Background: an optimization exercise with open tools, aiming at small area and a short achievable clock period. Do not read the settings as production practice.
The RTL was checked by simulation tests, not by an equivalence proof against the original design.
No activity file was given, so power comes from the tool's default toggle rates.

## flow/run.sh

```bash
#!/bin/bash
# synth_recipe.tcl (not shown) runs the flow's synth.tcl, then flattens the netlist and writes it again
# the make line also repeats each setting of config.mk as NAME=value (left out here)
make -C /OpenROAD-flow-scripts/flow DESIGN_CONFIG=/design/flow/config.mk WORK_HOME=/design/flow/orfs CLKGATE_MAP_FILE= SYNTH_SCRIPT=/design/flow/synth_recipe.tcl finish
```

## flow/config.mk

```make
export PLATFORM = sky130hd
export DESIGN_NAME = tcam
export DESIGN_NICKNAME = tcam
export VERILOG_FILES = /design/flow/design.v
export SDC_FILE = /design/flow/constraint.sdc
export NUM_CORES = 4
export LEC_CHECK = 0
export CAP_MARGIN = 20
export CORE_MARGIN = 2
export CORE_UTILIZATION = 45
export PLACE_DENSITY = 0.6
export SLEW_MARGIN = 20
```

## flow/constraint.sdc

```tcl
create_clock -name core_clock -period 5.0 [get_ports {clk}]
set_input_delay 1.0000 -clock core_clock [delete_from_list [all_inputs] [get_ports {clk}]]
set_output_delay 1.0000 -clock core_clock [all_outputs]
set_load 0.01 [all_outputs]
```

## flow/design.v

```verilog
module tcam #
	(
		parameter WORD_WIDTH = 32,
		parameter ADDR_WIDTH = 4,
		parameter DATA_WIDTH = 32,
		parameter DATA_SIZE_PER_ENTRY = 4
	)
	(
		clk,
		rst_n,
		ack,
		opcode,  
		req,
		clr,
		word,
		mask_in,
		addr_in,
		data_in,
		valid,
		data_out
	);
localparam N = 2 ** ADDR_WIDTH;
input wire clk;
input wire rst_n;
input wire ack;
input wire opcode;
input wire req;
input wire clr;
input wire [WORD_WIDTH - 1 : 0] word;
input wire [WORD_WIDTH - 1 : 0] mask_in;
input wire [ADDR_WIDTH - 1 : 0] addr_in;
input wire [DATA_WIDTH - 1 : 0] data_in;
output wire valid;
output wire [DATA_WIDTH - 1 : 0] data_out;
reg [WORD_WIDTH - 1 : 0] mz [0 : N - 1];
reg [WORD_WIDTH - 1 : 0] mo [0 : N - 1];
reg [DATA_WIDTH - 1 : 0] dat [0 : N - 1];
reg [N - 1 : 0] entry_valid;
reg [N - 1 : 0] line_reg;
reg valid_reg;
reg [DATA_WIDTH - 1 : 0] data_reg;
wire wr = req & ~opcode;
wire srch = req & opcode;
wire [WORD_WIDTH - 1 : 0] mo_in = word ^ mask_in;
assign valid = ~ack & valid_reg;
assign data_out = data_reg;
integer e;
always @(posedge clk) begin
	for (e = 0; e < N; e = e + 1) begin
		if (wr && addr_in == e) begin
			mz[e] <= word;
			mo[e] <= mo_in;
			dat[e] <= data_in;
		end
	end
end
always @(posedge clk) begin
	if (!rst_n)
		entry_valid <= {N{1'b0}};
	else if (wr)
		entry_valid[addr_in] <= ~clr;
end
reg [N - 1 : 0] match;
always @(*) begin
	for (e = 0; e < N; e = e + 1)
		match[e] = entry_valid[e] & ~|((word & mo[e]) | (~word & mz[e]));
end
always @(posedge clk) begin
	if (!rst_n)
		line_reg <= {N{1'b0}};
	else if (srch)
		line_reg <= match;
end
reg [N - 1 : 0] first;
reg [N - 1 : 0] below;
reg [DATA_WIDTH - 1 : 0] sel_data;
always @(*) begin
	below[0] = 1'b0;
	for (e = 1; e < N; e = e + 1)
		below[e] = below[e - 1] | line_reg[e - 1];
	first = line_reg & ~below;
	sel_data = {DATA_WIDTH{1'b0}};
	for (e = 0; e < N; e = e + 1)
		sel_data = sel_data | ({DATA_WIDTH{first[e]}} & dat[e]);
end
always @(posedge clk) begin
	valid_reg <= rst_n & |line_reg;
	data_reg <= sel_data;
end
endmodule
```

==> qor.yml, run 1 <==
clock_tree:
  clock_path_buffers: 3
  h-tree-depth: 4
  cts_tree: "yes"
  ctsRootBufferMaster: "clkbuf_16"
  worstSkewPairLatency_ns: 0.79
  cts-buffers-inserted: 160
  postCtsResizedCells: 0
  ctsHoldBuffers: 0
  clock-sinks: 1601
  clk_pin_slew_ns: 0.06
  post_cts_buffers: 0
timing:
  timing.hold.ws_ns: 0.492
  hold_viol_final: 0
  drv_slew: 0
  tightest_slew_ns: 1.07
  post-route-period-util: 0.651
  rsz0062_at_grt: "no"
  fin_ws_ns: 1.75
  fin_worst_skew_ns: 0.0284
  period_minus_slack_ns: 3.25
  max_freq_ghz: 0.307
  setup_viol: 0
  slew_headroom: 0.283
setup_path:
  timing.rr.start: "line_reg[2]"
  path_class: "input pin to register"
  start_kind: "input pin"
  critPathArrivalTime_ns: 3.65
  crit_path_top_delay_cell: "buf_4"
  r2r_end: "data_reg[18]"
  reg2reg_slack_ns: 1.75
  r2r_cells: 6
  crit_required_ns: 5.39
  slowest_delay_ns: 0.69
  crit_chain: "clkdlybuf4s50_1 -> nor2b_1 -> nand2_1 -> nor2_4 -> buf_4"
  crit_path_end_kind: "register"
  critPathTopFamily: "simple AND/OR/NAND/NOR gates"
  cp.buffers_inverters: 2
  crit_fanout: 64
min_path:
  hp-start: "dat[4][13]"
  min_to: "data_reg[13]"
  hold_class: "register to register"
  hold_depth: 2
power_and_ir_drop:
  p_leak_nw: 22.5
  p_sw_frac: 0.208
  switchingPower_mw: 5.79
  p_seq_frac: 0.537
  comb_power_share: 0.042
  pwr_density_cell_nw_per_um2: 409
  internal-power_mw: 22.1
  clkPwrFrac: 0.421
  peakVddDrop_mv: 0.384
layout:
  fin_util: 0.526
  instances_no_fill: 5273
  syn_to_final_growth_pct: 16.2
  largest_registers: "dat x512, mo x512, mz x512"
  n_fill_cell: 10200
  multi_input_area_um2: 10800
  regArea_um2: 47400
  finalNetCount: 3503
  layout-drive-gt1-share: 0.124
place:
  dp_worst_setup_slack_ns: 1.05
  gp_congestion: 0.838
  numPortBuffers: 138
  dp_hpwl_um: 99200
  dp_cells: 4972
floorplanning:
  rows: 132
  die_h_um: 365
  core_area_um2: 129000
  initial_core_util: 0.453
  pin_count: 139
  die_w_um: 365
  die_area_um2: 133000
drt:
  drtIter0Drc: 3599
  drt_pass1_iterations: 8
  wl_um: 164000
  vias: 31100
  vias_per_cell: 5.89
  ant_nets: 1
  drcViolationCount: 0
  wl_per_cell_um: 31.1
synthesis:
  ys_seq_area_frac: 0.809
  synth-main-ff-cell: "edfxtp_1"
  post-synth-top-area-cell: "edfxtp_1"
  avgSynthCellArea_um2: 18.9
  synth_area_um2: 58700
  synth-edff-count: 1536
  synth_cells: 3107
  yosys-top-cells-area: "edfxtp_1 79%, mux2i_1 8.8%, a22oi_1 2.4%"
  syn-num-nets: 3218
  ys_seq_elements: 1601
  ys_warn_count: 4
  async_flop_share: 0
  yosysTopAreaCellShare: 0.786
  synth_cell_types: 41
outcome:
  status: "complete, but fails checks"
  so_faults: "antenna rules"
grt:
  grt_overflow: 0
  grt_start_max_net_pins: 97
  grt_pass1_wl_um: 227000
  grt_pass1_vias: 30000
  grt.total_usage: 0.246
  antenna_found_initial: 18
job:
  cap_violations: 0
[kinds of logic after synthesis]
group,synth area share
DFF,0.809
muxes,0.0877
AOI/OAI and AO/OA,0.0506
and+or+nand+nor,0.0362
buffers and inverters,0.0110
xor gates and xnor gates,0.00478
adders and majority gates,0.00107
[power by group through the flow]
| stage | logic, mW | clock network, mW | registers, mW |
|---|---|---|---|
| 2_1_floorplan | 0.399 | 0 | 15.2 |
| 3_3_place_gp | 1.16 | 0 | 15.2 |
| 3_5_place_dp | 1.18 | 0 | 15.2 |
| 4_1_cts | 1.18 | 11.9 | 15.0 |
| 5_1_grt | 1.21 | 12.4 | 15.0 |
| 6_report | 1.17 | 11.8 | 15.0 |
[synthesized netlist by cell type, types with 2 or more instances]
library cell,n
a22oi_1,190
a221oi_1,32
a22oi_2,2
clkbuf_1,149
buf_2,4
o221ai_1,32
edfxtp_1,1536
nor2b_1,8
nor4_1,2
ha_1,5
o21ai_0,71
or4_1,16
o211ai_1,7
dfxtp_1,65
nand4_1,129
a22o_1,48
nand2b_1,36
mux2i_1,514
nand2_1,94
a21oi_1,5
nand3_1,40
inv_1,6
xor2_1,32
nor2_1,22
or3_1,2
buf_6,4
nor3_1,37
a32o_1,6
[area by class of cell]
class / count / area share
Sequential cell: 1601 / 0.696
Multi-Input combinational cell: 1343 / 0.159
Clock buffer: 217 / 0.0651
Timing Repair Buffer: 280 / 0.0370
Tap cell: 1742 / 0.0320
Clock inverter: 74 / 0.0104
Antenna cell: 10 / 0.000367
Inverter: 6 / 0.000330
[stage by stage]
stage	instance area (um^2)	setup TNS, ns	power (mW)
6_report	68200	0	27.9
5_1_grt	68100	0	28.6
4_1_cts	68100	0	28.1
3_5_place_dp	63000	0	16.4
3_3_place_gp	63000	0	16.4
2_1_floorplan	58700	-1665.86	15.6
[worst max-delay path by stage]
stage,to,start,slack [ns],cells after the start
after global routing,mz[15][31],req,1.72,5
after CTS,data_reg[25],line_reg[2],1.75,6
final,mz[15][3],req,1.75,5
after floorplan,dat[13][0],req,-1.20,4
after detailed placement,mo[15][15],req,1.05,5
after global placement,dat[9][16],req,1.17,5
[worst register-to-register path, cell delays in order (launching register included)]
cell and delay (ns):
dfxtp_1 0.37, or4_4 0.59, or4b_4 0.77, nor4_4 0.35
buf_4 0.48, a22oi_1 0.29, nand3_1 0.30
[layout by cell type (no fill, tap or decap), drive strengths merged, types with 13 or more instances in the layout]
cell type	synthesis	layout
or4	17	17
o21ai	72	72
buf	8	174
dfxtp	65	65
nor3	37	37
nor2	22	22
nand2b	36	36
nand4	129	129
mux2i	514	514
xor2	32	32
a22oi	192	192
edfxtp	1536	1536
clkinv	0	56
a22o	48	48
clkdlybuf4s50	0	106
clkbuf	149	217
a221oi	32	32
nand3	40	40
o221ai	32	32
bufinv	0	13
nand2	94	94
[routing by layer]
metal / GRT usage / part of all wire / up-vias
met3: 0.0391 / 0.071 / 269
li1: - / - / 13200
met1: 0.324 / 0.39 / 16100
met2: 0.414 / 0.50 / 1413
met5: 0 / 0.00022 / -
met4: 0.0905 / 0.036 / 6
==> run 2: changes to the inputs <==
--- a/flow/config.mk
+++ b/flow/config.mk
@@ -10,3 +10,4 @@
 export CORE_UTILIZATION = 45
 export PLACE_DENSITY = 0.6
+export SETUP_SLACK_MARGIN = 2.6
 export SLEW_MARGIN = 20
==> run 2 against run 1 <==
  * The run now finishes clean
  * Critical path depth up 4
  * Core utilization increased by 0.74 points
  * Non-clock buffer count rose by 37
  * Cell count increased by 0.83%
  * Routed wire length is essentially flat
  * Combinational power about the same
  * Sequential share of layout area is 0.94 points lower
  * Sequential power about the same
  * Area after synthesis is the same
==> qor.yml, run 2 <==
power_and_ir_drop:
  pwr_density_cell_nw_per_um2: 400
  p_leak_nw: 23.0
  peakVddDrop_mv: 0.311
  power.total_mw: 27.6
drt:
  wl_per_cell_um: 30.8
  drtIter0Drc: 3710
  drt_pass1_iterations: 6
  wl_um: 164000
  vias: 31500
  met3RoutedLength_um: 13800
  topRoutingLayerUsed: "met5"
  dr_wl_met2_um: 78800
  wl_met1_um: 66600
  vias_per_cell: 5.92
  drcViolationCount: 0
  ant_nets: 0
layout:
  regArea_um2: 47400
  fin_util: 0.534
  syn_to_final_growth_pct: 17.8
  layout-drive-gt1-share: 0.153
  final_common_cell: "edfxtp_1"
  finalNetCount: 3547
  layout_common_cells: "1,536 x edfxtp_1, 514 x mux2i_1, 163 x clkbuf_16"
  largest_registers: "dat x512, mo x512, mz x512"
  n_fill_cell: 10100
  multi_input_area_um2: 11200
  instances_no_fill: 5317
synthesis:
  syn-num-nets: 3218
  yosys-top-cells-area: "edfxtp_1 79%, mux2i_1 8.8%, a22oi_1 2.4%"
  ys_seq_area_frac: 0.809
  synth_area_um2: 58700
  synth_commonest_cells: "1,536 x edfxtp_1, 514 x mux2i_1, 190 x a22oi_1"
  yosysTopAreaCellShare: 0.786
  synth-main-ff-cell: "edfxtp_1"
  async_flop_share: 0
  post-synth-top-area-cell: "edfxtp_1"
  avgSynthCellArea_um2: 18.9
  yosysMostFrequentCell: "edfxtp_1"
  synth_cells: 3107
  synth_cell_types: 41
  ys_warn_count: 4
  synth-edff-count: 1536
  ys_seq_elements: 1601
clock_tree:
  clk_pin_slew_ns: 0.06
  clock-sinks: 1601
  ctsRootBufferMaster: "clkbuf_16"
  worstSkewPairLatency_ns: 0.79
  ctsHoldBuffers: 0
  cts_tree: "yes"
  cts-buffers-inserted: 161
  clock_path_buffers: 3
  h-tree-depth: 4
setup_path:
  timing.rr.start: "line_reg[1]"
  reg2reg_slack_ns: 2.51
  crit_fanout: 8
  path_class: "register to register"
  critPathArrivalTime_ns: 3.20
  crit_path_end_kind: "register"
  r2r_end: "data_reg[30]"
  r2r_cells: 9
  crit_required_ns: 5.70
  start_kind: "register"
timing:
  hold_viol_final: 0
  tightest_slew_ns: 1.08
  setup_viol: 0
  tns_ns: 0
  fin_worst_skew_ns: 0.0311
  rsz0062_at_grt: "yes"
  max_freq_ghz: 0.401
  drv_slew: 0
  slew_headroom: 0.279
  post-route-period-util: 0.499
  period_minus_slack_ns: 2.49
floorplanning:
  initial_core_util: 0.453
  core_area_um2: 129000
  rows: 132
  die_area_um2: 133000
  pin_count: 139
  die_h_um: 365
  die_w_um: 365
grt:
  grt_start_max_net_pins: 67
  antenna_found_initial: 20
  grt.total_usage: 0.245
  grt_pass1_vias: 30600
  grt_pass1_wl_um: 229000
  grt_overflow: 0
min_path:
  hp-start: "word[3]"
  hold_class: "input pin to register"
  hold_depth: 1
  min_to: "mz[11][3]"
outcome:
  status: "timing/DRC/antenna clean"
place:
  dp_hpwl_um: 92700
  gp_congestion: 0.848
  dp_cells: 4966
  numPortBuffers: 138
job:
  cap_violations: 0
run 2: changes by cell type in the layout (fill, tap and decap cells not counted), sizes merged, moves of 8 or more:
cell and delta:
bufinv -8, clkbuf +15, clkdlybuf4s15 +25, clkdlybuf4s50 -40, buf +24, clkinv +11
dlygate4sd2 +9
run 2: area by class of cell:
class	instances	share of cell area
clock inverter	81	0.0101
inverter	6	0.000380
tap	1742	0.0315
sequential	1601	0.687
clock buffer	218	0.0634
multi-input combinational	1349	0.162
timing repair buffer	317	0.0461
antenna	3	0.000109
run 2: what timing repair did:
item	in CTS	in global routing
setup buffers	25	6
pin swaps	69	11
gates resized for setup	174	51
gates cloned	15	1
setup endpoints to repair	1613	1231
run 2: power by group:
group          leakage (nW)  total (mW)  internal (mW)  switching, mW
Sequential             14.4        15.0           14.9         0.0379
Combinational          6.11        1.15          0.303          0.849
Clock                  2.48        11.5           6.46           5.04
Total                  23.0        27.6           21.7           5.93
run 2: cells by family after synthesis:
kind of cell,share of synthesized area
AO/OA/AOI/OAI,0.0506
adder cells (fa/ha/maj),0.00107
buffers and inverters,0.0110
AND/OR/NAND/NOR,0.0362
XOR/XNOR,0.00478
multiplexers,0.0877
flip-flops,0.809
run 2: worst max-delay path by stage:
| stage | start | to | slack, ns | cells after the start |
|---|---|---|---|---|
| detailed placement | addr_in[2] | mo[14][15] | 1.19 | 4 |
| floorplan | req | dat[1][0] | 0.73 | 4 |
| finish | line_reg[1] | data_reg[30] | 2.51 | 9 |
| CTS | line_reg[7] | data_reg[2] | 2.39 | 10 |
| global route | line_reg[0] | data_reg[25] | 2.48 | 9 |
| global placement | rst_n | line_reg[8] | 1.28 | 7 |
run 2: critical path, cell delays in order (launching register included):
cell and delay (ns):
dfxtp_2 0.35, or4_4 0.52, or4b_4 0.59, nor4_4 0.17
buf_6 0.18, buf_6 0.12, buf_12 0.10, buf_16 0.15
a22oi_2 0.07, nand3_1 0.15
run 2: per-layer routing:
| layer | GRT usage | vias to the layer above |
|---|---|---|
| met4 | 0.0763 | 2 |
| met3 | 0.0467 | 265 |
| li1 | - | 13300 |
| met5 | 0 | - |
| met2 | 0.397 | 1498 |
| met1 | 0.338 | 16400 |
run 2: metrics by stage:
stage	setup WS, ns	cell area, um^2	hold WS [ns]
floorplan	0.727	58900	0.439
global placement	1.28	62800	0.500
detailed placement	1.19	62800	0.495
CTS	2.39	68900	0.470
global route	2.48	69100	0.490
finish	2.51	69100	0.504
==> run 3: changes to the inputs <==
--- a/flow/config.mk
+++ b/flow/config.mk
@@ -9,4 +9,7 @@
 export CORE_MARGIN = 2
 export CORE_UTILIZATION = 45
+export CTS_BUF_LIST = sky130_fd_sc_hd__clkbuf_16
+export CTS_CLUSTER_DIAMETER = 100
+export CTS_CLUSTER_SIZE = 30
 export PLACE_DENSITY = 0.6
 export SETUP_SLACK_MARGIN = 2.6
==> run 3 against run 2 <==
  * First-iteration DRC count is 4.7% higher
  * Via count is 2.5% lower
  * Hold slack better by 0.020 ns
  * Area after synthesis stayed put
  * Combinational power hardly changed
  * Setup slack better by 0.088 ns
  * Largest power group unchanged
  * Highest routed layer unchanged
==> qor.yml, run 3 <==
timing:
  period_minus_slack_ns: 2.41
  tightest_slew_ns: 1.17
  drv_slew: 0
  post-route-period-util: 0.481
  timing.hold.ws_ns: 0.524
  slew_headroom: 0.220
  setup_viol: 0
  rsz0062_at_grt: "yes"
  fin_worst_skew_ns: 0.0325
  hold_viol_final: 0
  max_freq_ghz: 0.416
  tns_ns: 0
synthesis:
  ys_warn_count: 4
  async_flop_share: 0
  synth_cell_types: 41
  yosys.area_share.xor_xnor: 0.00478
  ys_seq_elements: 1601
  synth_cells: 3107
  post-synth-top-area-cell: "edfxtp_1"
  synth_commonest_cells: "1,536 x edfxtp_1, 514 x mux2i_1, 190 x a22oi_1"
  synth-compound-area-share: 0.0506
  yosysMostFrequentCell: "edfxtp_1"
  yosys.area_share.simple: 0.0362
  synth-edff-count: 1536
  yosys-top-cells-area: "edfxtp_1 79%, mux2i_1 8.8%, a22oi_1 2.4%"
  syn-num-nets: 3218
  yosysTopAreaCellShare: 0.786
  synth_top_family_by_area: "multiplexers"
  avgSynthCellArea_um2: 18.9
  synth_area_um2: 58700
  synth-main-ff-cell: "edfxtp_1"
  synth_mux_area_frac: 0.0877
  ys_seq_area_frac: 0.809
  synthAdderAreaFrac: 0.00107
setup_path:
  crit_path_top_delay_cell: "or4b_4"
  crit_start: "line_reg[0]"
  start_kind: "register"
  cp-endpoint: "data_reg[20]"
  crit_fanout: 8
  reg2reg_slack_ns: 2.59
  crit_required_ns: 5.66
  cp.buffers_inverters: 3
  r2r_end: "data_reg[20]"
  crit_cells: 8
  timing.rr.start: "line_reg[0]"
  crit_chain: "or4_4 -> or4b_4 -> nor4_4 -> buf_6 -> buf_12 -> buf_16 -> a22oi_2 -> nand3_1"
  critPathTopFamily: "simple AND/OR/NAND/NOR gates"
  crit_path_end_kind: "register"
  r2r_cells: 8
  critPathArrivalTime_ns: 3.07
  slowest_delay_ns: 0.59
  path_class: "register to register"
layout:
  layout-drive-gt1-share: 0.113
  layout_common_cells: "1,536 x edfxtp_1, 514 x mux2i_1, 160 x a22oi_1"
  n_fill_cell: 10400
  finalNetCount: 3440
  largest_registers: "dat x512, mo x512, mz x512"
  instances_no_fill: 5124
  syn_to_final_growth_pct: 12.1
  final_common_cell: "edfxtp_1"
  post-route-cell-area_um2: 65700
grt:
  grt.total_usage: 0.240
  grt_busiest_layer: "met2"
  met2_usage: 0.400
  antenna_found_initial: 18
  grt_use_met1: 0.335
  grtUsageMet3: 0.0337
  grt_overflow: 0
  grt_start_max_net_pins: 67
  grt_pass1_wl_um: 225000
  grt_pass1_vias: 29400
floorplanning:
  die_w_um: 365
  die_h_um: 365
  core_area_um2: 129000
  pin_count: 139
  rows: 132
  die_area_um2: 133000
  initial_core_util: 0.453
place:
  dpl_cell_area_um2: 62800
  dp_cells: 4966
  numPortBuffers: 138
  gp_congestion: 0.848
  dp_hpwl_um: 92700
min_path:
  hold_class: "register to register"
  hold_depth: 2
drt:
  drtIter0Drc: 3883
  vias_per_cell: 5.99
  vias: 30700
  wl_per_cell_um: 31.5
  drt_pass1_iterations: 5
  ant_nets: 0
  wl_um: 162000
  drcViolationCount: 0
clock_tree:
  h-tree-depth: 2
  clock-sinks: 1601
  clock_path_buffers: 3
  cts-buffers-inserted: 59
  ctsRootBufferMaster: "clkbuf_16"
  worstSkewPairLatency_ns: 0.73
  ctsHoldBuffers: 0
  cts_tree: "yes"
  clk_pin_slew_ns: 0.11
power_and_ir_drop:
  power.total_mw: 22.2
  peakVddDrop_mv: 0.255
  pwr_density_cell_nw_per_um2: 337
  p_leak_nw: 21.6
job:
  cap_violations: 0
outcome:
  status: "timing/DRC/antenna clean"
## run 3: repair_timing
| item | 4_1_cts | 5_1_grt |
|---|---|---|
| setup endpoints to repair | 1624 | 1337 |
| cloned | 14 | 2 |
| buffers inserted | 23 | 4 |
| gates resized for setup | 163 | 46 |
| pin swaps | 71 | 8 |
| endpoints found under the hold margin | 0 | 0 |
## run 3: power breakdown
group	internal, mW	switching, mW
sequential	14.9	0.0375
clock	2.23	3.86
combinational	0.304	0.848
total	17.4	4.74
## run 3: logic make-up (layout without fill, tap and decap cells)
family	Yosys count	count (layout)
AO/OA/AOI/OAI	399	399
buffers and inverters	163	428
other	0	4
adder cells (fa/ha/maj)	5	5
multiplexers	514	514
flip-flops	1601	1601
XOR/XNOR	32	32
AND/OR/NAND/NOR	393	399
## run 3: area by class of cell
class	instances	area (um^2)	area share
clock buffer	60	1500	0.0228
timing repair buffer	312	3130	0.0476
inverter	6	26.3	0.000400
multi-input combinational	1349	11200	0.171
tap	1742	2180	0.0332
clock inverter	50	225	0.00343
antenna	4	10.0	0.000152
sequential	1601	47400	0.722
## run 3: metal layers
metal | wire (um) | share of wire
met5 | 9 | 0.000056
met4 | 3850 | 0.024
met3 | 12200 | 0.075
met2 | 79000 | 0.49
met1 | 66400 | 0.41
## run 3: stage by stage
step | util | worst slack, ns
after floorplan | - | 0.727
after detailed placement | 0.485 | 1.19
after CTS | 0.506 | 2.49
final | 0.508 | 2.59
after global routing | 0.508 | 2.53
after global placement | 0.485 | 1.28
## run 3: how the worst min path moves through the flow
stage,end,slack [ns],startpoint
3_5_place_dp,data_reg[8],0.50,dat[4][8]
5_1_grt,data_reg[8],0.55,dat[3][8]
3_3_place_gp,data_reg[31],0.50,dat[4][31]
6_report,data_reg[8],0.52,dat[4][8]
2_1_floorplan,entry_valid[12],0.44,entry_valid[12]
4_1_cts,data_reg[19],0.52,dat[3][19]
## run 3: worst min-delay path, stage by stage, from the launching register on
cell and delay [ns]:
edfxtp_1 0.34, a221oi_1 0.09, nand3_1 0.07
==> run 4: changes to the inputs <==
--- a/flow/design.v
+++ b/flow/design.v
@@ -38,10 +38,10 @@
 reg [N - 1 : 0] entry_valid;
 reg [N - 1 : 0] line_reg;
-reg valid_reg;
+reg valid_n_reg;  
 reg [DATA_WIDTH - 1 : 0] data_reg;
 wire wr = req & ~opcode;
 wire srch = req & opcode;
 wire [WORD_WIDTH - 1 : 0] mo_in = word ^ mask_in;
-assign valid = ~ack & valid_reg;
+assign valid = ~(ack | valid_n_reg);
 assign data_out = data_reg;
 integer e;
@@ -73,10 +73,20 @@
 end
 reg [N - 1 : 0] first;
+reg [N / 4 - 1 : 0] gany;
+reg [N / 4 - 1 : 0] gbelow;
 reg [N - 1 : 0] below;
 reg [DATA_WIDTH - 1 : 0] sel_data;
+integer g;
 always @(*) begin
-	below[0] = 1'b0;
-	for (e = 1; e < N; e = e + 1)
-		below[e] = below[e - 1] | line_reg[e - 1];
+	for (g = 0; g < N / 4; g = g + 1)
+		gany[g] = |line_reg[4 * g +: 4];
+	gbelow[0] = 1'b0;
+	for (g = 1; g < N / 4; g = g + 1)
+		gbelow[g] = gbelow[g - 1] | gany[g - 1];
+	for (e = 0; e < N; e = e + 1) begin
+		below[e] = gbelow[e / 4];
+		for (g = 4 * (e / 4); g < e; g = g + 1)
+			below[e] = below[e] | line_reg[g];
+	end
 	first = line_reg & ~below;
 	sel_data = {DATA_WIDTH{1'b0}};
@@ -85,5 +95,5 @@
 end
 always @(posedge clk) begin
-	valid_reg <= rst_n & |line_reg;
+	valid_n_reg <= ~(rst_n & |gany);
 	data_reg <= sel_data;
 end
--- a/flow/config.mk
+++ b/flow/config.mk
@@ -13,4 +13,4 @@
 export CTS_CLUSTER_SIZE = 30
 export PLACE_DENSITY = 0.6
-export SETUP_SLACK_MARGIN = 2.6
+export SETUP_SLACK_MARGIN = 2.8
 export SLEW_MARGIN = 20
==> run 4 against run 3 <==
  * Still clean on timing, DRC and antenna
  * Clock skew shrank 0.0058 ns
  * Combinational power down 6%
  * Hold slack worse by 0.042 ns
  * Sequential power hardly changed
  * Critical path depth decreased by 5
  * Via count down 0.67%
  * Setup slack better by 0.12 ns
  * Non-clock buffer count is 15 higher
==> qor.yml, run 4 <==
outcome:
  status: "timing/DRC/antenna clean"
synthesis:
  synth-compound-area-share: 0.0523
  post-synth-top-area-cell: "edfxtp_1"
  synth-edff-count: 1536
  ys_warn_count: 4
  yosys.area_share.simple: 0.0361
  yosysTopAreaCellShare: 0.785
  yosys.area_share.xor_xnor: 0.00477
  async_flop_share: 0
  synth_mux_area_frac: 0.0875
  synth-main-ff-cell: "edfxtp_1"
  ys_seq_area_frac: 0.807
  synth_cell_types: 48
  syn-num-nets: 3229
  yosys-top-cells-area: "edfxtp_1 78%, mux2i_1 8.8%, dfxtp_1 2.2%"
  synth_area_um2: 58800
  yosysMostFrequentCell: "edfxtp_1"
  synth_top_family_by_area: "multiplexers"
  synth_commonest_cells: "1,536 x edfxtp_1, 514 x mux2i_1, 129 x nand4_1"
  synthAdderAreaFrac: 0.00106
  ys_seq_elements: 1601
  synth_cells: 3118
  avgSynthCellArea_um2: 18.9
clock_tree:
  cts-buffers-inserted: 60
  h-tree-depth: 2
  worstSkewPairLatency_ns: 0.72
  ctsRootBufferMaster: "clkbuf_16"
  clk_pin_slew_ns: 0.11
  clock-sinks: 1601
  cts_tree: "yes"
  clock_path_buffers: 3
setup_path:
  start_kind: "input pin"
  r2r_cells: 6
  crit_chain: "buf_6 -> nor2_2 -> buf_2"
  crit_fanout: 1
  path_class: "input pin to primary output"
  slowest_delay_ns: 0.13
  cp.buffers_inverters: 2
  critPathTopFamily: "buffers and inverters"
  reg2reg_slack_ns: 2.79
  crit_required_ns: 4.00
  crit_path_end_kind: "primary output"
  crit_cells: 3
  crit_path_top_delay_cell: "buf_2"
  critPathArrivalTime_ns: 1.29
grt:
  grt_overflow: 0
  grt_pass1_vias: 29600
  grt.total_usage: 0.228
  grt_start_max_net_pins: 67
  grt_pass1_wl_um: 217000
  antenna_found_initial: 8
layout:
  syn_to_final_growth_pct: 13.2
  layout_common_cells: "1,536 x edfxtp_1, 511 x mux2i_1, 129 x nand4_1"
  regArea_um2: 47500
  layout-drive-gt1-share: 0.134
  final_common_cell: "edfxtp_1"
  finalNetCount: 3481
  n_fill_cell: 10200
  largest_registers: "dat x512, mo x512, mz x512"
  multi_input_area_um2: 11400
drt:
  drcViolationCount: 0
  wl_um: 155000
  drtIter0Drc: 3347
  vias: 30500
  wl_per_cell_um: 30.0
  drt_pass1_iterations: 6
  vias_per_cell: 5.91
  ant_nets: 0
floorplanning:
  rows: 132
  die_h_um: 365
  die_area_um2: 134000
  core_area_um2: 130000
  die_w_um: 365
  pin_count: 139
  initial_core_util: 0.453
timing:
  max_freq_ghz: 0.437
  rsz0062_at_grt: "yes"
  post-route-period-util: 0.458
  drv_slew: 0
  fin_worst_skew_ns: 0.0267
  hold_viol_final: 0
  timing.hold.ws_ns: 0.482
  slew_headroom: 0.281
  tns_ns: 0
  setup_viol: 0
  tightest_slew_ns: 1.07
  period_minus_slack_ns: 2.29
job:
  cap_violations: 0
power_and_ir_drop:
  p_leak_nw: 22.1
  peakVddDrop_mv: 0.255
  pwr_density_cell_nw_per_um2: 333
place:
  dp_hpwl_um: 87900
  gp_congestion: 0.824
  numPortBuffers: 138
min_path:
  hold_class: "register to register"
  hold_depth: 2
==> run 4: changes by cell type after synthesis, moves of 21 or more <==
| cell | change |
|---|---|
| nand3_1 | -32 |
| a22o_1 | +51 |
| a222oi_1 | +21 |
| a211o_1 | +21 |
| nand2b_1 | -32 |
| or3_1 | +22 |
| clkbuf_1 | -60 |
| nand2_1 | +21 |
| a22oi_1 | -83 |
| o22ai_1 | +21 |
| o221ai_1 | -31 |
| buf_2 | +47 |
==> run 4: per-stage QoR <==
step / utilization / area, um^2 / total power [mW] / worst slack [ns] / cells
6_report: 0.513 / 66500 / 22.1 / 2.71 / 5165
2_1_floorplan: - / 59000 / 15.7 / 0.727 / 3118
3_3_place_gp: 0.486 / 63000 / 16.3 / 1.30 / 4986
5_1_grt: 0.513 / 66500 / 22.8 / 2.67 / 5164
3_5_place_dp: 0.486 / 63000 / 16.3 / 1.18 / 4986
4_1_cts: 0.510 / 66100 / 22.3 / 2.70 / 5153
==> run 4: cells by family after synthesis <==
family	Yosys count
compound gates	410
buf+inv	158
fa+ha+maj	5
simple gates	398
flops	1601
mux	514
xor+xnor	32
==> run 4: worst paths after layout <==
| path | endpoint | from |
|---|---|---|
| setup / recovery | valid | ack |
| hold / removal | entry_valid[4] | entry_valid[4] |
| setup reg to reg | data_reg[6] | line_reg[1] |
| hold reg to reg | entry_valid[4] | entry_valid[4] |
==> run 4: per-layer routing <==
layer,GRT usage,vias up,wire [um]
met1,0.320,16000,64600
li1,-,13100,-
met5,0,-,34
met3,0.0269,177,10900
met2,0.382,1268,75500
met4,0.0556,8,3860
==> run 4: repair_timing <==
item / in CTS / in global routing
gates resized for setup: 327 / 70
buffers inserted: 30 / 7
pin swaps: 17 / 5
endpoints found under the setup margin: 1634 / 125
hold buffers: 0 / 0
cloned: 23 / 4
==> run 4: cell type report <==
class                      instances  share of cell area
inverter                           8            0.000508
sequential                      1601               0.713
clock buffer                      61              0.0229
antenna                            1           0.0000376
multi-input combinational       1372               0.172
timing repair buffer             327              0.0551
clock inverter                    53             0.00363
tap                             1742              0.0328
==> run 4: power breakdown <==
| group | leakage, nW | total (mW) | switching, mW | internal, mW |
|---|---|---|---|---|
| logic | 6.70 | 1.08 | 0.763 | 0.321 |
| clock network | 1.02 | 6.13 | 3.86 | 2.27 |
| registers | 14.4 | 14.9 | 0.0375 | 14.9 |
| total | 22.1 | 22.1 | 4.66 | 17.5 |
==> run 4: worst register-to-register path, stage by stage, from the launching register on <==
cell      delay [ns]
dfxtp_4         0.42
or4_4           0.63
or3_4           0.38
buf_6           0.20
nor2_4          0.24
a22oi_1         0.12
o211ai_1        0.13
==> run 5: changes to the inputs <==
--- a/flow/design.v
+++ b/flow/design.v
@@ -33,8 +33,9 @@
 output wire valid;
 output wire [DATA_WIDTH - 1 : 0] data_out;
-reg [WORD_WIDTH - 1 : 0] mz [0 : N - 1];
-reg [WORD_WIDTH - 1 : 0] mo [0 : N - 1];
+reg [WORD_WIDTH - 1 : 1] mz [0 : N - 1];
+reg [WORD_WIDTH - 1 : 1] mo [0 : N - 1];
+reg [N - 1 : 0] mz0;
+reg [N - 1 : 0] mo0;
 reg [DATA_WIDTH - 1 : 0] dat [0 : N - 1];
-reg [N - 1 : 0] entry_valid;
 reg [N - 1 : 0] line_reg;
 reg valid_n_reg;  
@@ -49,6 +50,6 @@
 	for (e = 0; e < N; e = e + 1) begin
 		if (wr && addr_in == e) begin
-			mz[e] <= word;
-			mo[e] <= mo_in;
+			mz[e] <= word[WORD_WIDTH - 1 : 1];
+			mo[e] <= mo_in[WORD_WIDTH - 1 : 1];
 			dat[e] <= data_in;
 		end
@@ -56,13 +57,18 @@
 end
 always @(posedge clk) begin
-	if (!rst_n)
-		entry_valid <= {N{1'b0}};
-	else if (wr)
-		entry_valid[addr_in] <= ~clr;
+	for (e = 0; e < N; e = e + 1) begin
+		if (!rst_n) begin
+			mz0[e] <= 1'b1;
+			mo0[e] <= 1'b1;
+		end else if (wr && addr_in == e) begin
+			mz0[e] <= clr | word[0];
+			mo0[e] <= clr | mo_in[0];
+		end
+	end
 end
 reg [N - 1 : 0] match;
 always @(*) begin
 	for (e = 0; e < N; e = e + 1)
-		match[e] = entry_valid[e] & ~|((word & mo[e]) | (~word & mz[e]));
+		match[e] = ~|((word & {mo[e], mo0[e]}) | (~word & {mz[e], mz0[e]}));
 end
 always @(posedge clk) begin
==> flow/flow/run.sh (new file) <==
#!/bin/bash
# The standard layout, with plain buffers (instead of the default delay
# buffers) on the input and output ports.
set -euo pipefail
export BUFFER_PORTS_ARGS="-buffer_cell sky130_fd_sc_hd__buf_2"
bash standard.sh > standard.log 2>&1
==> flow/standard.sh (new file) <==
#!/bin/bash
# synth_recipe.tcl (not shown) runs the flow's synth.tcl, then flattens the netlist and writes it again
# the make line also repeats each setting of config.mk as NAME=value (left out here)
make -C /OpenROAD-flow-scripts/flow DESIGN_CONFIG=/design/flow/config.mk WORK_HOME=/design/flow/orfs CLKGATE_MAP_FILE= SYNTH_SCRIPT=/design/flow/synth_recipe.tcl "${@:-finish}"
removed: flow/run.sh
==> run 5 against run 4 <==
  * Critical path depth is 4 higher
  * First-iteration DRC count is 24% higher
  * Sequential share of layout area is 0.072 points higher
  * Combinational power is 13% higher
  * Clock skew is 0.044 ns higher
==> qor.yml, run 5 <==
synthesis:
  synth-main-ff-cell: "edfxtp_1"
  synth_cells: 3208
  synth_area_um2: 57900
  syn-num-nets: 3314
  ys_warn_count: 4
  avgSynthCellArea_um2: 18.1
  yosysTopAreaCellShare: 0.780
  synth_commonest_cells: "1,504 x edfxtp_1, 311 x mux2i_1, 196 x a22oi_1"
  synth-edff-count: 1504
  ys_seq_elements: 1585
  post-synth-top-area-cell: "edfxtp_1"
  yosys-top-cells-area: "edfxtp_1 78%, mux2i_1 5.4%, dfxtp_1 2.8%"
  synth_cell_types: 47
  yosysMostFrequentCell: "edfxtp_1"
  ys_seq_area_frac: 0.808
  async_flop_share: 0
timing:
  fin_worst_skew_ns: 0.0703
  max_freq_ghz: 0.420
  drv_slew: 0
  setup_viol: 0
  tns_ns: 0
  hold_viol_final: 0
  post-route-period-util: 0.476
  slew_headroom: 0.200
  tightest_slew_ns: 1.20
  rsz0062_at_grt: "yes"
  period_minus_slack_ns: 2.38
clock_tree:
  h-tree-depth: 2
  worstSkewPairLatency_ns: 0.76
  clock-sinks: 1585
  ctsRootBufferMaster: "clkbuf_16"
  cts_tree: "yes"
  cts-buffers-inserted: 60
  ctsHoldBuffers: 0
  clk_pin_slew_ns: 0.12
  clock_path_buffers: 3
power_and_ir_drop:
  pwr_density_cell_nw_per_um2: 339
  peakVddDrop_mv: 0.302
  p_leak_nw: 21.4
drt:
  ant_nets: 0
  vias: 31800
  drcViolationCount: 0
  vias_per_cell: 6.19
  drtIter0Drc: 4156
  wl_per_cell_um: 34.1
  wl_um: 175000
  drt_pass1_iterations: 6
setup_path:
  path_class: "input pin to register"
  critPathArrivalTime_ns: 3.09
  slowest_delay_ns: 0.54
  r2r_end: "data_reg[19]"
  r2r_cells: 7
  crit_chain: "buf_4 -> buf_6 -> nor2b_1 -> a2111oi_2 -> nand4_1 -> nor4_4 -> a22o_1"
  reg2reg_slack_ns: 2.79
  crit_fanout: 15
  critPathTopFamily: "simple AND/OR/NAND/NOR gates"
  timing.rr.start: "line_reg[9]"
  start_kind: "input pin"
  crit_path_top_delay_cell: "a2111oi_2"
  cp.buffers_inverters: 2
  crit_path_end_kind: "register"
  crit_required_ns: 5.71
  crit_start: "word[4]"
outcome:
  status: "timing/DRC/antenna clean"
floorplanning:
  rows: 131
  initial_core_util: 0.454
  die_w_um: 363
  pin_count: 139
  die_area_um2: 132000
  core_area_um2: 128000
  die_h_um: 363
place:
  numPortBuffers: 138
  gp_congestion: 0.892
  dp_hpwl_um: 101000
layout:
  syn_to_final_growth_pct: 13.2
  diodes: 0
  multi_input_area_um2: 11500
  finalNetCount: 3529
  n_fill_cell: 10300
  largest-register: "dat"
  fin_util: 0.514
  largest_registers: "dat x512, mo x496, mz x496"
  layout-drive-gt1-share: 0.157
  regArea_um2: 46800
  layout_common_cells: "1,504 x edfxtp_1, 297 x mux2i_1, 195 x a22oi_1"
  largest_register_ffs: 512
  final_common_cell: "edfxtp_1"
grt:
  antenna_found_initial: 8
  grt_overflow: 0
  grt_pass1_vias: 29800
  grt.total_usage: 0.262
  grt_start_max_net_pins: 97
  grt_pass1_wl_um: 241000
min_path:
  hold_depth: 2
  min_to: "data_reg[15]"
  hp-start: "dat[15][15]"
  hold_class: "register to register"
job:
  cap_violations: 0
-- run 5: cell types whose count changed after synthesis, sizes merged, moves of 22 or more --
cell    previous run  this run
edfxtp          1536      1504
mux2i            514       311
o221ai             1        32
inv                8        42
a221oi            12        42
a211oi            11        37
clkbuf            91       118
nor2b             17        58
a22oi            107       196
o21ai             83        50
nand2            115       191
nor3              38        16
a21oi              5        32
-- run 5: worst reg2reg max path, stage by stage, from the launching register on --
cell and delay, ns:
dfxtp_1 0.64, nor3_1 0.17, nand4bb_4 0.15, buf_12 0.11, buf_4 0.36, nor2_1 0.13, a21oi_1 0.20, nand4_1 0.22
-- run 5: routing by layer --
layer	up-vias	track usage	routed length, um
met2	1587	0.432	84900
li1	13300	-	-
met3	270	0.0325	13900
met1	16700	0.363	69800
met5	-	0	0
met4	0	0.0867	6540
-- run 5: worst max path at each step --
stage | to | slack, ns | cells past startpoint
6_report | line_reg[9] | 2.62 | 7
5_1_grt | line_reg[9] | 2.60 | 7
4_1_cts | line_reg[9] | 2.39 | 7
3_5_place_dp | line_reg[9] | 0.92 | 6
3_3_place_gp | line_reg[3] | 0.82 | 7
2_1_floorplan | mz0[3] | 0.53 | 4
-- run 5: logic make-up after synthesis --
| family | after synthesis | share of synthesized area |
|---|---|---|
| and+or+nand+nor | 535 | 0.0473 |
| AOI/OAI and AO/OA | 524 | 0.0689 |
| DFF | 1585 | 0.808 |
| buffers and inverters | 200 | 0.0136 |
| muxes | 332 | 0.0578 |
| xor gates and xnor gates | 32 | 0.00484 |
-- run 5: area by class of cell --
cell class | instances | area share
sequential | 1585 | 0.714
inverter | 42 | 0.00403
timing repair buffer | 305 | 0.0479
clock buffer | 60 | 0.0229
clock inverter | 53 | 0.00426
timing repair inverter | 1 | 0.000134
tap | 1662 | 0.0317
multi-input combinational | 1428 | 0.175
-- run 5: timing repair --
| action | 4_1_cts | 5_1_grt |
|---|---|---|
| gates resized for setup | 217 | 95 |
| gates cloned | 11 | 2 |
| pin swaps | 21 | 15 |
| setup endpoints to repair | 873 | 194 |
| buffers inserted | 22 | 10 |
-- run 5: stage by stage --
stage / instance area [um^2] / std cells / worst slack, ns / total power, mW / hold WS [ns]
floorplan: 58200 / 3208 / 0.531 / 15.5 / 0.428
global placement: 61900 / 4975 / 0.823 / 16.2 / 0.445
detailed placement: 62000 / 4978 / 0.917 / 16.2 / 0.444
global route: 65600 / 5136 / 2.60 / 22.7 / 0.489
finish: 65600 / 5136 / 2.62 / 22.2 / 0.454
CTS: 65100 / 5124 / 2.39 / 22.2 / 0.461
-- run 5: power by group --
part | switching (mW) | internal, mW | total [mW]
clock | 3.98 | 2.25 | 6.23
sequential | 0.0372 | 14.7 | 14.8
combinational | 0.905 | 0.319 | 1.22
==> run 6: changes to the inputs <==
--- a/flow/config.mk
+++ b/flow/config.mk
@@ -8,9 +8,9 @@
 export CAP_MARGIN = 20
 export CORE_MARGIN = 2
-export CORE_UTILIZATION = 45
+export CORE_UTILIZATION = 60
 export CTS_BUF_LIST = sky130_fd_sc_hd__clkbuf_16
 export CTS_CLUSTER_DIAMETER = 100
 export CTS_CLUSTER_SIZE = 30
-export PLACE_DENSITY = 0.6
+export PLACE_DENSITY = 0.75
 export SETUP_SLACK_MARGIN = 2.8
 export SLEW_MARGIN = 20
==> run 6 against run 5 <==
  * Non-clock buffer count grew 1
  * Area after synthesis unchanged
  * Largest cell class unchanged
  * Hold slack better by 0.031 ns
  * Still clean on timing, DRC and antenna
  * Clock power shrank 5.3%
  * Setup slack improved by 0.025 ns
  * Clock-buffer cell count down 1
  * Sequential power about the same
  * Critical path depth is 1 lower
==> qor.yml, run 6 <==
outcome:
  status: "timing/DRC/antenna clean"
floorplanning:
  die_w_um: 315
  pin_count: 139
  die_h_um: 315
  initial_core_util: 0.608
  core_area_um2: 95300
  die_area_um2: 99100
  rows: 113
clock_tree:
  h-tree-depth: 2
  ctsHoldBuffers: 0
  ctsRootBufferMaster: "clkbuf_16"
  clk_pin_slew_ns: 0.11
  clock_path_buffers: 3
  worstSkewPairLatency_ns: 0.71
  cts_tree: "yes"
  cts-buffers-inserted: 58
  clock-sinks: 1585
timing:
  tightest_slew_ns: 1.15
  slew_headroom: 0.232
  fin_worst_skew_ns: 0.0420
  tns_ns: 0
  max_freq_ghz: 0.424
  rsz0062_at_grt: "yes"
  post-route-period-util: 0.471
  timing.hold.ws_ns: 0.486
  period_minus_slack_ns: 2.36
  setup_viol: 0
  drv_slew: 0
  fin_ws_ns: 2.64
  hold_viol_final: 0
setup_path:
  crit_start: "word[9]"
  crit_required_ns: 5.65
  crit_path_top_delay_cell: "or4_1"
  cp.buffers_inverters: 1
  critPathArrivalTime_ns: 3.00
  start_kind: "input pin"
  crit_chain: "buf_16 -> mux2i_4 -> nand4_1 -> or3_1 -> or4_1 -> o21ai_1"
  path_class: "input pin to register"
  critPathTopFamily: "simple AND/OR/NAND/NOR gates"
  crit_fanout: 3
  slowest_delay_ns: 0.51
  crit_path_end_kind: "register"
  timing.rr.start: "mz[14][9]"
drt:
  drcViolationCount: 0
  wl_per_cell_um: 34.8
  wl_um: 165000
  vias: 32700
  drt_pass1_iterations: 6
  vias_per_cell: 6.90
  ant_nets: 0
  drtIter0Drc: 5257
synthesis:
  avgSynthCellArea_um2: 18.1
  syn-num-nets: 3314
  yosysMostFrequentCell: "edfxtp_1"
  post-synth-top-area-cell: "edfxtp_1"
  ys_warn_count: 4
  synth_cells: 3208
  ys_seq_elements: 1585
  yosys-top-cells-area: "edfxtp_1 78%, mux2i_1 5.4%, dfxtp_1 2.8%"
  ys_seq_area_frac: 0.808
  synth-main-ff-cell: "edfxtp_1"
  synth_cell_types: 47
  async_flop_share: 0
  yosysTopAreaCellShare: 0.780
  synth_commonest_cells: "1,504 x edfxtp_1, 311 x mux2i_1, 196 x a22oi_1"
  synth-edff-count: 1504
  synth_area_um2: 57900
layout:
  finalNetCount: 3524
  syn_to_final_growth_pct: 12.1
  post-route-cell-area_um2: 64900
  instances_no_fill: 4737
  fin_util: 0.681
  layout-drive-gt1-share: 0.156
  largest_register_ffs: 512
  largest_registers: "dat x512, mo x496, mz x496"
  largest-register: "dat"
  layout_common_cells: "1,504 x edfxtp_1, 302 x mux2i_1, 195 x a22oi_1"
  final_common_cell: "edfxtp_1"
grt:
  grt_pass1_vias: 31200
  grt_start_max_net_pins: 97
  grt_pass1_wl_um: 227000
  grt.total_usage: 0.326
  grt_overflow: 0
  antenna_found_initial: 14
power_and_ir_drop:
  p_leak_nw: 21.5
  peakVddDrop_mv: 0.353
  power.total_mw: 21.9
  pwr_density_cell_nw_per_um2: 337
place:
  dp_hpwl_um: 94300
  dp_worst_setup_slack_ns: 0.909
  dpl_cell_area_um2: 61100
  numPortBuffers: 138
  dp_cells: 4565
  gp_congestion: 0.949
job:
  cap_violations: 0
min_path:
  hp-start: "mz0[5]"
  hold_class: "register to register"
-- run 6: cell counts after synthesis --
No cell type changed its count.
-- run 6: kinds of logic (layout without fill, tap and decap cells) --
kind of cell           after synthesis  count (layout)  synth area share
AO/OA/AOI/OAI                      524             524            0.0689
XOR/XNOR                            32              32           0.00484
buffers and inverters              200             456            0.0136
flip-flops                        1585            1585             0.808
multiplexers                       332             332            0.0578
other                                0               7                 0
AND/OR/NAND/NOR                    535             536            0.0473
-- run 6: cell type report --
| type | instances | area (um^2) |
|---|---|---|
| diodes | 7 | 17.5 |
| well taps | 1265 | 1580 |
| fillers | 5979 | 30400 |
| repair inverters | 1 | 8.76 |
| flip-flops and latches | 1585 | 46800 |
| clock buffers | 59 | 1480 |
| multi-input cells | 1424 | 11400 |
| clock inverters | 48 | 186 |
| repair buffers | 306 | 3240 |
| inverters | 42 | 267 |
-- run 6: final timing paths --
kind / to / slack, ns / cells past startpoint
setup / recovery: line_reg[14] / 2.64 / 6
hold / removal: mz0[5] / 0.49 / 2
setup reg to reg: line_reg[14] / 2.66 / 5
hold reg to reg: mz0[5] / 0.49 / 2
-- run 6: layer usage --
| layer | track usage | vias up | routed length, um |
|---|---|---|---|
| li1 | - | 13200 | - |
| met4 | 0.145 | 6 | 9300 |
| met3 | 0.0516 | 410 | 18900 |
| met5 | 0 | - | 34 |
| met1 | 0.448 | 16600 | 58500 |
| met2 | 0.522 | 2418 | 78300 |
-- run 6: worst register-to-register path: stages, from the launching register on --
cell and delay [ns]:
edfxtp_1 0.42, mux2i_4 0.38, nand4_1 0.39, or3_1 0.47
or4_1 0.51, o21ai_1 0.13
-- run 6: power breakdown --
part / internal, mW / total, mW / leakage, nW / switching [mW]
logic: 0.325 / 1.21 / 6.27 / 0.881
clock network: 2.18 / 5.90 / 0.981 / 3.73
registers: 14.7 / 14.8 / 14.2 / 0.0420
-- run 6: what timing repair did --
action,CTS,global route
setup endpoints to repair,839,244
gates cloned,7,10
buffers inserted,29,12
pin swaps,24,64
gates resized for setup,185,154
==> run 7: changes to the inputs <==
--- a/flow/design.v
+++ b/flow/design.v
@@ -33,8 +33,8 @@
 output wire valid;
 output wire [DATA_WIDTH - 1 : 0] data_out;
-reg [WORD_WIDTH - 1 : 1] mz [0 : N - 1];
-reg [WORD_WIDTH - 1 : 1] mo [0 : N - 1];
-reg [N - 1 : 0] mz0;
-reg [N - 1 : 0] mo0;
+reg [WORD_WIDTH - 1 : 1] mzn [0 : N - 1];
+reg [WORD_WIDTH - 1 : 1] mon [0 : N - 1];
+reg [N - 1 : 0] mzn0;
+reg [N - 1 : 0] mon0;
 reg [DATA_WIDTH - 1 : 0] dat [0 : N - 1];
 reg [N - 1 : 0] line_reg;
@@ -43,5 +43,6 @@
 wire wr = req & ~opcode;
 wire srch = req & opcode;
-wire [WORD_WIDTH - 1 : 0] mo_in = word ^ mask_in;
+wire [WORD_WIDTH - 1 : 0] mzn_in = ~word;
+wire [WORD_WIDTH - 1 : 0] mon_in = ~(word ^ mask_in);
 assign valid = ~(ack | valid_n_reg);
 assign data_out = data_reg;
@@ -50,6 +51,6 @@
 	for (e = 0; e < N; e = e + 1) begin
 		if (wr && addr_in == e) begin
-			mz[e] <= word[WORD_WIDTH - 1 : 1];
-			mo[e] <= mo_in[WORD_WIDTH - 1 : 1];
+			mzn[e] <= mzn_in[WORD_WIDTH - 1 : 1];
+			mon[e] <= mon_in[WORD_WIDTH - 1 : 1];
 			dat[e] <= data_in;
 		end
@@ -59,16 +60,32 @@
 	for (e = 0; e < N; e = e + 1) begin
 		if (!rst_n) begin
-			mz0[e] <= 1'b1;
-			mo0[e] <= 1'b1;
+			mzn0[e] <= 1'b0;
+			mon0[e] <= 1'b0;
 		end else if (wr && addr_in == e) begin
-			mz0[e] <= clr | word[0];
-			mo0[e] <= clr | mo_in[0];
+			mzn0[e] <= ~clr & mzn_in[0];
+			mon0[e] <= ~clr & mon_in[0];
 		end
 	end
 end
+wire [WORD_WIDTH - 1 : 0] word_n = ~word;
+wire [WORD_WIDTH - 1 : 0] mis [0 : N - 1];
 reg [N - 1 : 0] match;
+genvar ge, gb;
+generate
+	for (ge = 0; ge < N; ge = ge + 1) begin : g_entry
+		for (gb = 0; gb < WORD_WIDTH; gb = gb + 1) begin : g_bit
+			tcam_mismatch u_mis (
+				.w(word[gb]),
+				.wn(word_n[gb]),
+				.on(gb == 0 ? mon0[ge] : mon[ge][gb]),
+				.zn(gb == 0 ? mzn0[ge] : mzn[ge][gb]),
+				.mis(mis[ge][gb])
+			);
+		end
+	end
+endgenerate
 always @(*) begin
 	for (e = 0; e < N; e = e + 1)
-		match[e] = ~|((word & {mo[e], mo0[e]}) | (~word & {mz[e], mz0[e]}));
+		match[e] = ~|mis[e];
 end
 always @(posedge clk) begin
@@ -105,2 +122,11 @@
 end
 endmodule
+module tcam_mismatch (
+	input wire w,
+	input wire wn,
+	input wire on,
+	input wire zn,
+	output wire mis
+);
+assign mis = ~((wn | on) & (w | zn));
+endmodule
--- a/flow/config.mk
+++ b/flow/config.mk
@@ -15,2 +15,4 @@
 export SETUP_SLACK_MARGIN = 2.8
 export SLEW_MARGIN = 20
+export SYNTH_HIERARCHICAL = 1
+export SYNTH_MINIMUM_KEEP_SIZE = 0
==> run 7 against run 6 <==
  * Sequential share of layout area grew 0.72 points
  * Cell count grew 0.68%
  * Sequential cell count is the same
  * Die area shrank 3.0%
  * Hold slack lost 0.0037 ns
  * Design area shrank 0.97%
  * Routed wire length shrank 10%
  * Critical path type unchanged
  * Highest routed layer unchanged
==> qor.yml, run 7 <==
layout:
  layout-drive-gt1-share: 0.187
  instances_no_fill: 4769
  post-route-cell-area_um2: 64300
  layout_common_cells: "1,504 x edfxtp_1, 512 x o22ai_1, 155 x buf_4"
  largest_register_ffs: 512
  syn_to_final_growth_pct: 14.4
  largest-register: "dat"
  largest_registers: "dat x512, mon x496, mzn x496"
  n_fill_cell: 5695
  finalNetCount: 3564
  final_common_cell: "edfxtp_1"
  fin_util: 0.691
setup_path:
  path_class: "input pin to register"
  crit_chain: "clkbuf_4 -> clkinvlp_4 -> buf_6 -> o22ai_1 -> nor4_4 -> nand4_1 -> nor3_2 -> a21oi_1 -> nor2b_1"
  slowest_delay_ns: 0.50
  start_kind: "input pin"
  crit_fanout: 19
  crit_path_top_delay_cell: "nor4_4"
  critPathArrivalTime_ns: 2.94
  crit_path_end_kind: "register"
  crit_required_ns: 5.63
clock_tree:
  worstSkewPairLatency_ns: 0.69
  clk_pin_slew_ns: 0.11
  h-tree-depth: 2
  ctsHoldBuffers: 0
  ctsRootBufferMaster: "clkbuf_16"
  clock_path_buffers: 3
  cts-buffers-inserted: 59
  clock-sinks: 1585
  cts_tree: "yes"
synthesis:
  synth_cells: 3108
  post-synth-top-area-cell: "edfxtp_1"
  ys_seq_area_frac: 0.832
  ys_seq_elements: 1585
  syn-num-nets: 3214
  async_flop_share: 0
  yosysTopAreaCellShare: 0.804
  yosysMostFrequentCell: "edfxtp_1"
  yosys-top-cells-area: "edfxtp_1 80%, o22ai_1 5.7%, dfxtp_1 2.9%"
  ys_warn_count: 13
  synth-main-ff-cell: "edfxtp_1"
  synth_commonest_cells: "1,504 x edfxtp_1, 515 x o22ai_1, 130 x nor4_1"
  synth-edff-count: 1504
  synth_cell_types: 46
  synth_area_um2: 56200
  avgSynthCellArea_um2: 18.1
drt:
  wl_per_cell_um: 31.0
  drtIter0Drc: 5453
  drt_pass1_iterations: 9
  ant_nets: 0
  vias: 33300
  vias_per_cell: 6.99
  drcViolationCount: 0
  wl_um: 148000
timing:
  tns_ns: 0
  period_minus_slack_ns: 2.32
  tightest_slew_ns: 1.13
  setup_viol: 0
  hold_viol_final: 0
  rsz0062_at_grt: "yes"
  max_freq_ghz: 0.432
  fin_ws_ns: 2.68
  post-route-period-util: 0.463
  timing.hold.ws_ns: 0.482
  fin_worst_skew_ns: 0.0321
  slew_headroom: 0.240
  drv_slew: 0
floorplanning:
  rows: 112
  die_area_um2: 96100
  die_h_um: 310
  initial_core_util: 0.604
  core_area_um2: 93000
  die_w_um: 310
  pin_count: 139
outcome:
  status: "timing/DRC/antenna clean"
grt:
  grt_start_max_net_pins: 74
  antenna_found_initial: 7
  grt_overflow: 0
  grt_pass1_wl_um: 208000
  grt.total_usage: 0.298
  grt_use_met1: 0.419
  grt_busiest_layer: "met2"
  met2_usage: 0.482
  grt_pass1_vias: 31400
  grtUsageMet3: 0.0522
job:
  cap_violations: 0
power_and_ir_drop:
  power.total_mw: 21.9
  pwr_density_cell_nw_per_um2: 340
  peakVddDrop_mv: 0.292
  p_leak_nw: 19.6
place:
  dp_hpwl_um: 79700
  dpl_cell_area_um2: 59400
  dp_cells: 4526
  numPortBuffers: 138
  gp_congestion: 0.837
  dp_worst_setup_slack_ns: 0.878
min_path:
  hold_class: "register to register"
-- run 7: path summary, 6_finish.rpt --
path / slack, ns / cells past startpoint / end / start
worst max-delay path: 2.68 / 9 / line_reg[0] / word[23]
worst min-delay path: 0.48 / 2 / mon0[1] / mon0[1]
worst max register to register: 2.79 / 7 / data_reg[16] / line_reg[1]
worst min register to register: 0.48 / 2 / mon0[1] / mon0[1]
-- run 7: critical path: cells and delay by family --
family | cells | cell delay [ns]
AOI/OAI and AO/OA | 2 | 0.22
buffers and inverters | 3 | 0.66
and+or+nand+nor | 4 | 1.05
-- run 7: layout make-up --
type                    instances  area [um^2]  area share
inverters                      39          377     0.00586
clock buffers                  61         1530      0.0237
multi-input cells            1400        10400       0.161
flip-flops and latches       1585        46800       0.728
repair inverters               19          118     0.00183
clock inverters                50          245     0.00381
well taps                    1254         1570      0.0244
repair buffers                354         3260      0.0507
diodes                          7         17.5    0.000272
-- run 7: metal layers --
layer / part of all wire / routed length (um)
met4: 0.038 / 5610
met5: 0.00026 / 39
met2: 0.48 / 71200
met3: 0.12 / 17800
met1: 0.36 / 53300
-- run 7: cells by family after synthesis --
logic type | share of synthesized area
multiplexers | 0.00142
flip-flops | 0.832
XOR/XNOR | 0.00499
AO/OA/AOI/OAI | 0.106
AND/OR/NAND/NOR | 0.0462
buffers and inverters | 0.00893
-- run 7: Yosys stat by module (local to each module, per instance) --
module / cell area, um^2 / flops+latches
tcam_mismatch: 6.26 / 0
tcam: 53000 / 1585
-- run 7: power breakdown --
part | switching [mW] | internal (mW)
Clock | 3.74 | 2.31
Sequential | 0.0407 | 14.7
Combinational | 0.775 | 0.309
-- run 7: repair_timing --
| action | 4_1_cts | 5_1_grt |
|---|---|---|
| buffers inserted | 67 | 26 |
| pin swaps | 31 | 46 |
| cloned | 21 | 11 |
| resized for setup | 251 | 142 |
| endpoints found under the setup margin | 1331 | 512 |
==> run 8: changes to the inputs <==
--- a/flow/design.v
+++ b/flow/design.v
@@ -38,5 +38,5 @@
 reg [N - 1 : 0] mon0;
 reg [DATA_WIDTH - 1 : 0] dat [0 : N - 1];
-reg [N - 1 : 0] line_reg;
+reg [N - 1 : 0] line_n_reg;  
 reg valid_n_reg;  
 reg [DATA_WIDTH - 1 : 0] data_reg;
@@ -70,5 +70,4 @@
 wire [WORD_WIDTH - 1 : 0] word_n = ~word;
 wire [WORD_WIDTH - 1 : 0] mis [0 : N - 1];
-reg [N - 1 : 0] match;
 genvar ge, gb;
 generate
@@ -85,14 +84,32 @@
 	end
 endgenerate
-always @(*) begin
-	for (e = 0; e < N; e = e + 1)
-		match[e] = ~|mis[e];
-end
-always @(posedge clk) begin
-	if (!rst_n)
-		line_reg <= {N{1'b0}};
-	else if (srch)
-		line_reg <= match;
-end
+wire srch_n = ~srch;
+wire [N - 1 : 0] line_reg = ~line_n_reg;
+wire [N - 1 : 0] keep_n = {N{rst_n}} & ({N{srch}} | line_reg);
+wire [N - 1 : 0] line_n_next;
+generate
+	for (ge = 0; ge < N; ge = ge + 1) begin : g_red
+		wire [15 : 0] ok2;
+		wire [3 : 0] bad8;
+		wire [1 : 0] ok16;
+		for (gb = 0; gb < 16; gb = gb + 1) begin : g_ok2
+			tcam_nor2 u_ok2 (.a(mis[ge][2 * gb]), .b(mis[ge][2 * gb + 1]), .y(ok2[gb]));
+		end
+		for (gb = 0; gb < 4; gb = gb + 1) begin : g_bad8
+			tcam_nand4 u_bad8 (.a(ok2[4 * gb +: 4]), .y(bad8[gb]));
+		end
+		tcam_nor2 u_ok16_0 (.a(bad8[0]), .b(bad8[1]), .y(ok16[0]));
+		tcam_nor2 u_ok16_1 (.a(bad8[2]), .b(bad8[3]), .y(ok16[1]));
+		tcam_line_next u_next (
+			.sn(srch_n),
+			.ok0(ok16[0]),
+			.ok1(ok16[1]),
+			.cn(keep_n[ge]),
+			.y(line_n_next[ge])
+		);
+	end
+endgenerate
+always @(posedge clk)
+	line_n_reg <= line_n_next;
 reg [N - 1 : 0] first;
 reg [N / 4 - 1 : 0] gany;
@@ -131,2 +148,17 @@
 assign mis = ~((wn | on) & (w | zn));
 endmodule
+module tcam_nor2 (input wire a, input wire b, output wire y);
+assign y = ~(a | b);
+endmodule
+module tcam_nand4 (input wire [3 : 0] a, output wire y);
+assign y = ~&a;
+endmodule
+module tcam_line_next (
+	input wire sn,
+	input wire ok0,
+	input wire ok1,
+	input wire cn,
+	output wire y
+);
+assign y = ~((sn | ok0) & (sn | ok1) & cn);
+endmodule
==> run 8 against run 7 <==
  * Still clean
  * Via count is 1.2% lower
  * Largest power group unchanged
  * Critical path depth shrank 7
  * Largest cell class unchanged
  * Sequential cell count is the same
  * Die area rose by 1.3%
  * Critical path type is now register to primary output
  * Routed wire length down 3.7%
  * Non-clock buffer count decreased by 39
  * Global-route usage fell by 1.0 points
  * Highest routed layer unchanged
  * Core utilization decreased by 1.4 points
==> qor.yml, run 8 <==
floorplanning:
  die_area_um2: 97300
  core_area_um2: 93600
  pin_count: 139
  rows: 112
  initial_core_util: 0.608
  die_h_um: 312
  die_w_um: 312
timing:
  post-route-period-util: 0.462
  period_minus_slack_ns: 2.31
  setup_viol: 0
  max_freq_ghz: 0.433
  fin_ws_ns: 2.69
  tns_ns: 0
  rsz0062_at_grt: "yes"
  hold_viol_final: 0
  tightest_slew_ns: 1.17
  fin_worst_skew_ns: 0.0228
  timing.hold.ws_ns: 0.461
  drv_slew: 0
  slew_headroom: 0.214
layout:
  layout_common_cells: "1,504 x edfxtp_1, 544 x o22ai_1, 349 x nor2_1"
  largest_register_ffs: 512
  n_fill_cell: 6046
  largest-register: "dat"
  finalNetCount: 3762
  final_common_cell: "edfxtp_1"
  post-route-cell-area_um2: 63400
  regArea_um2: 46800
  multi_input_area_um2: 10300
  syn_to_final_growth_pct: 11.4
  instances_no_fill: 4964
  layout-drive-gt1-share: 0.146
  largest_registers: "dat x512, mon x496, mzn x496"
setup_path:
  critPathArrivalTime_ns: 1.31
  reg2reg_slack_ns: 2.87
  start_kind: "register"
  timing.rr.start: "line_n_reg[2]"
  r2r_cells: 6
  path_class: "register to primary output"
  crit_path_end_kind: "primary output"
  r2r_end: "data_reg[16]"
  crit_required_ns: 4.00
  crit_fanout: 1
place:
  numPortBuffers: 138
  dp_hpwl_um: 74700
  dp_worst_setup_slack_ns: 1.38
  gp_congestion: 0.786
  dp_cells: 4709
  dpl_cell_area_um2: 59900
min_path:
  min_to: "data_reg[12]"
  hold_depth: 2
  hp-start: "dat[15][12]"
  hold_class: "register to register"
power_and_ir_drop:
  p_leak_nw: 19.7
  p_seq_frac: 0.660
  p_sw_frac: 0.222
  comb_power_share: 0.074
  pwr_density_cell_nw_per_um2: 356
  switchingPower_mw: 5.00
  internal-power_mw: 17.5
  clkPwrFrac: 0.266
  peakVddDrop_mv: 0.329
synthesis:
  yosysTopAreaCellShare: 0.794
  post-synth-top-area-cell: "edfxtp_1"
  synth-main-ff-cell: "edfxtp_1"
  yosys-top-cells-area: "edfxtp_1 79%, o22ai_1 6.0%, dfxtp_1 2.8%"
  synth_cells: 3337
  syn-num-nets: 3443
  ys_warn_count: 13
  ys_seq_area_frac: 0.822
  synth_area_um2: 56900
  async_flop_share: 0
  synth_commonest_cells: "1,504 x edfxtp_1, 544 x o22ai_1, 369 x nor2_1"
  synth_cell_types: 42
  avgSynthCellArea_um2: 17.1
  synth-edff-count: 1504
  ys_seq_elements: 1585
  yosysMostFrequentCell: "edfxtp_1"
grt:
  grt_overflow: 0
  grt_pass1_wl_um: 206000
  grt.total_usage: 0.288
  antenna_found_initial: 8
  grt_pass1_vias: 31300
  grt_start_max_net_pins: 97
drt:
  vias_per_cell: 6.63
  ant_nets: 0
  dr_wl_met2_um: 67700
  topRoutingLayerUsed: "met5"
  drcViolationCount: 0
  drtIter0Drc: 4715
  wl_met1_um: 53400
  wl_per_cell_um: 28.7
  met3RoutedLength_um: 16500
  drt_pass1_iterations: 6
  wl_um: 142000
  vias: 32900
clock_tree:
  h-tree-depth: 2
  clock-sinks: 1585
  worstSkewPairLatency_ns: 0.71
  clock_path_buffers: 3
  ctsRootBufferMaster: "clkbuf_16"
  ctsHoldBuffers: 0
  clk_pin_slew_ns: 0.11
  cts_tree: "yes"
  cts-buffers-inserted: 59
outcome:
  status: "timing/DRC/antenna clean"
job:
  cap_violations: 0
-- run 8: cell count changes after synthesis, sizes merged, moves of 22 or more --
cell	before	now
nor4	130	1
nand2b	2	31
nor2	52	369
nand2	101	48
o2bb2ai	26	52
o22ai	515	544
and3	2	28
o21ai	44	22
a22oi	96	62
a211oi	9	32
nand4	33	75
a222oi	47	0
-- run 8: final cells by class --
cell class / instances / share of cell area
antenna: 3 / 0.000118
clock buffer: 60 / 0.0237
clock inverter: 52 / 0.00383
inverter: 38 / 0.00415
multi-input combinational: 1640 / 0.163
sequential: 1585 / 0.739
tap: 1254 / 0.0248
timing repair buffer: 315 / 0.0400
timing repair inverter: 17 / 0.00154
-- run 8: metal layers --
layer | vias up | global-route usage
li1 | 14100 | -
met1 | 16500 | 0.414
met2 | 2059 | 0.455
met3 | 253 | 0.0540
met4 | 4 | 0.0905
met5 | - | 0
-- run 8: kinds of logic (layout without fill, tap and decap cells) --
| kind of cell | Yosys count | in the layout | share of synthesized area |
|---|---|---|---|
| AO/OA/AOI/OAI | 869 | 869 | 0.100 |
| XOR/XNOR | 32 | 32 | 0.00492 |
| AND/OR/NAND/NOR | 713 | 721 | 0.0611 |
| other | 0 | 3 | 0 |
| multiplexers | 18 | 18 | 0.00317 |
| flip-flops | 1585 | 1585 | 0.822 |
| buffers and inverters | 120 | 482 | 0.00860 |
-- run 8: repair_timing --
item | CTS | global route
setup buffers | 101 | 12
gates cloned | 23 | 4
gates resized for setup | 102 | 72
pin swaps | 19 | 16
endpoints found under the setup margin | 1159 | 566
-- run 8: how the worst max path moves through the flow --
stage / startpoint / to / slack [ns] / depth (start not counted)
finish: valid_n_reg / valid / 2.69 / 2
global route: valid_n_reg / valid / 2.65 / 2
CTS: req / mzn[8][19] / 2.44 / 5
detailed placement: opcode / mon0[3] / 1.38 / 6
global placement: opcode / mzn0[3] / 1.43 / 6
floorplan: opcode / dat[15][0] / 0.55 / 2
-- run 8: through the flow --
stage | util | total power [mW]
CTS | 0.672 | 22.5
global placement | 0.639 | 16.6
global route | 0.677 | 23.1
finish | 0.677 | 22.5
detailed placement | 0.639 | 16.6
floorplan | - | 15.9
-- run 8: worst max-delay path: stages (launching register included) --
cell and delay, ns:
dfxtp_4 0.39, nor2_1 0.08, buf_2 0.13
-- run 8: per-module statistics from Yosys, one instance, submodules excluded --
module	cells	flip-flops and latches
tcam_mismatch	1	0
tcam_nor2	1	0
tcam_line_next	2	0
tcam	2441	1585
tcam_nand4	1	0
-- run 8: power by group through the flow --
stage / Combinational (mW) / Sequential, mW / Clock [mW]
floorplan: 0.679 / 15.2 / 0
global placement: 1.42 / 15.2 / 0
detailed placement: 1.45 / 15.2 / 0
CTS: 1.60 / 14.9 / 6.02
global route: 1.76 / 14.9 / 6.46
finish: 1.66 / 14.9 / 6.00

Re-timed with assumed drivers on the ports (clkbuf_16 on the clock, buf_2 on other inputs), run 8 has 2.623 ns of setup slack against 2.690 ns with ideal ports, and 1.972 ns once port delays also move by the mid clock arrival of 0.766 ns.
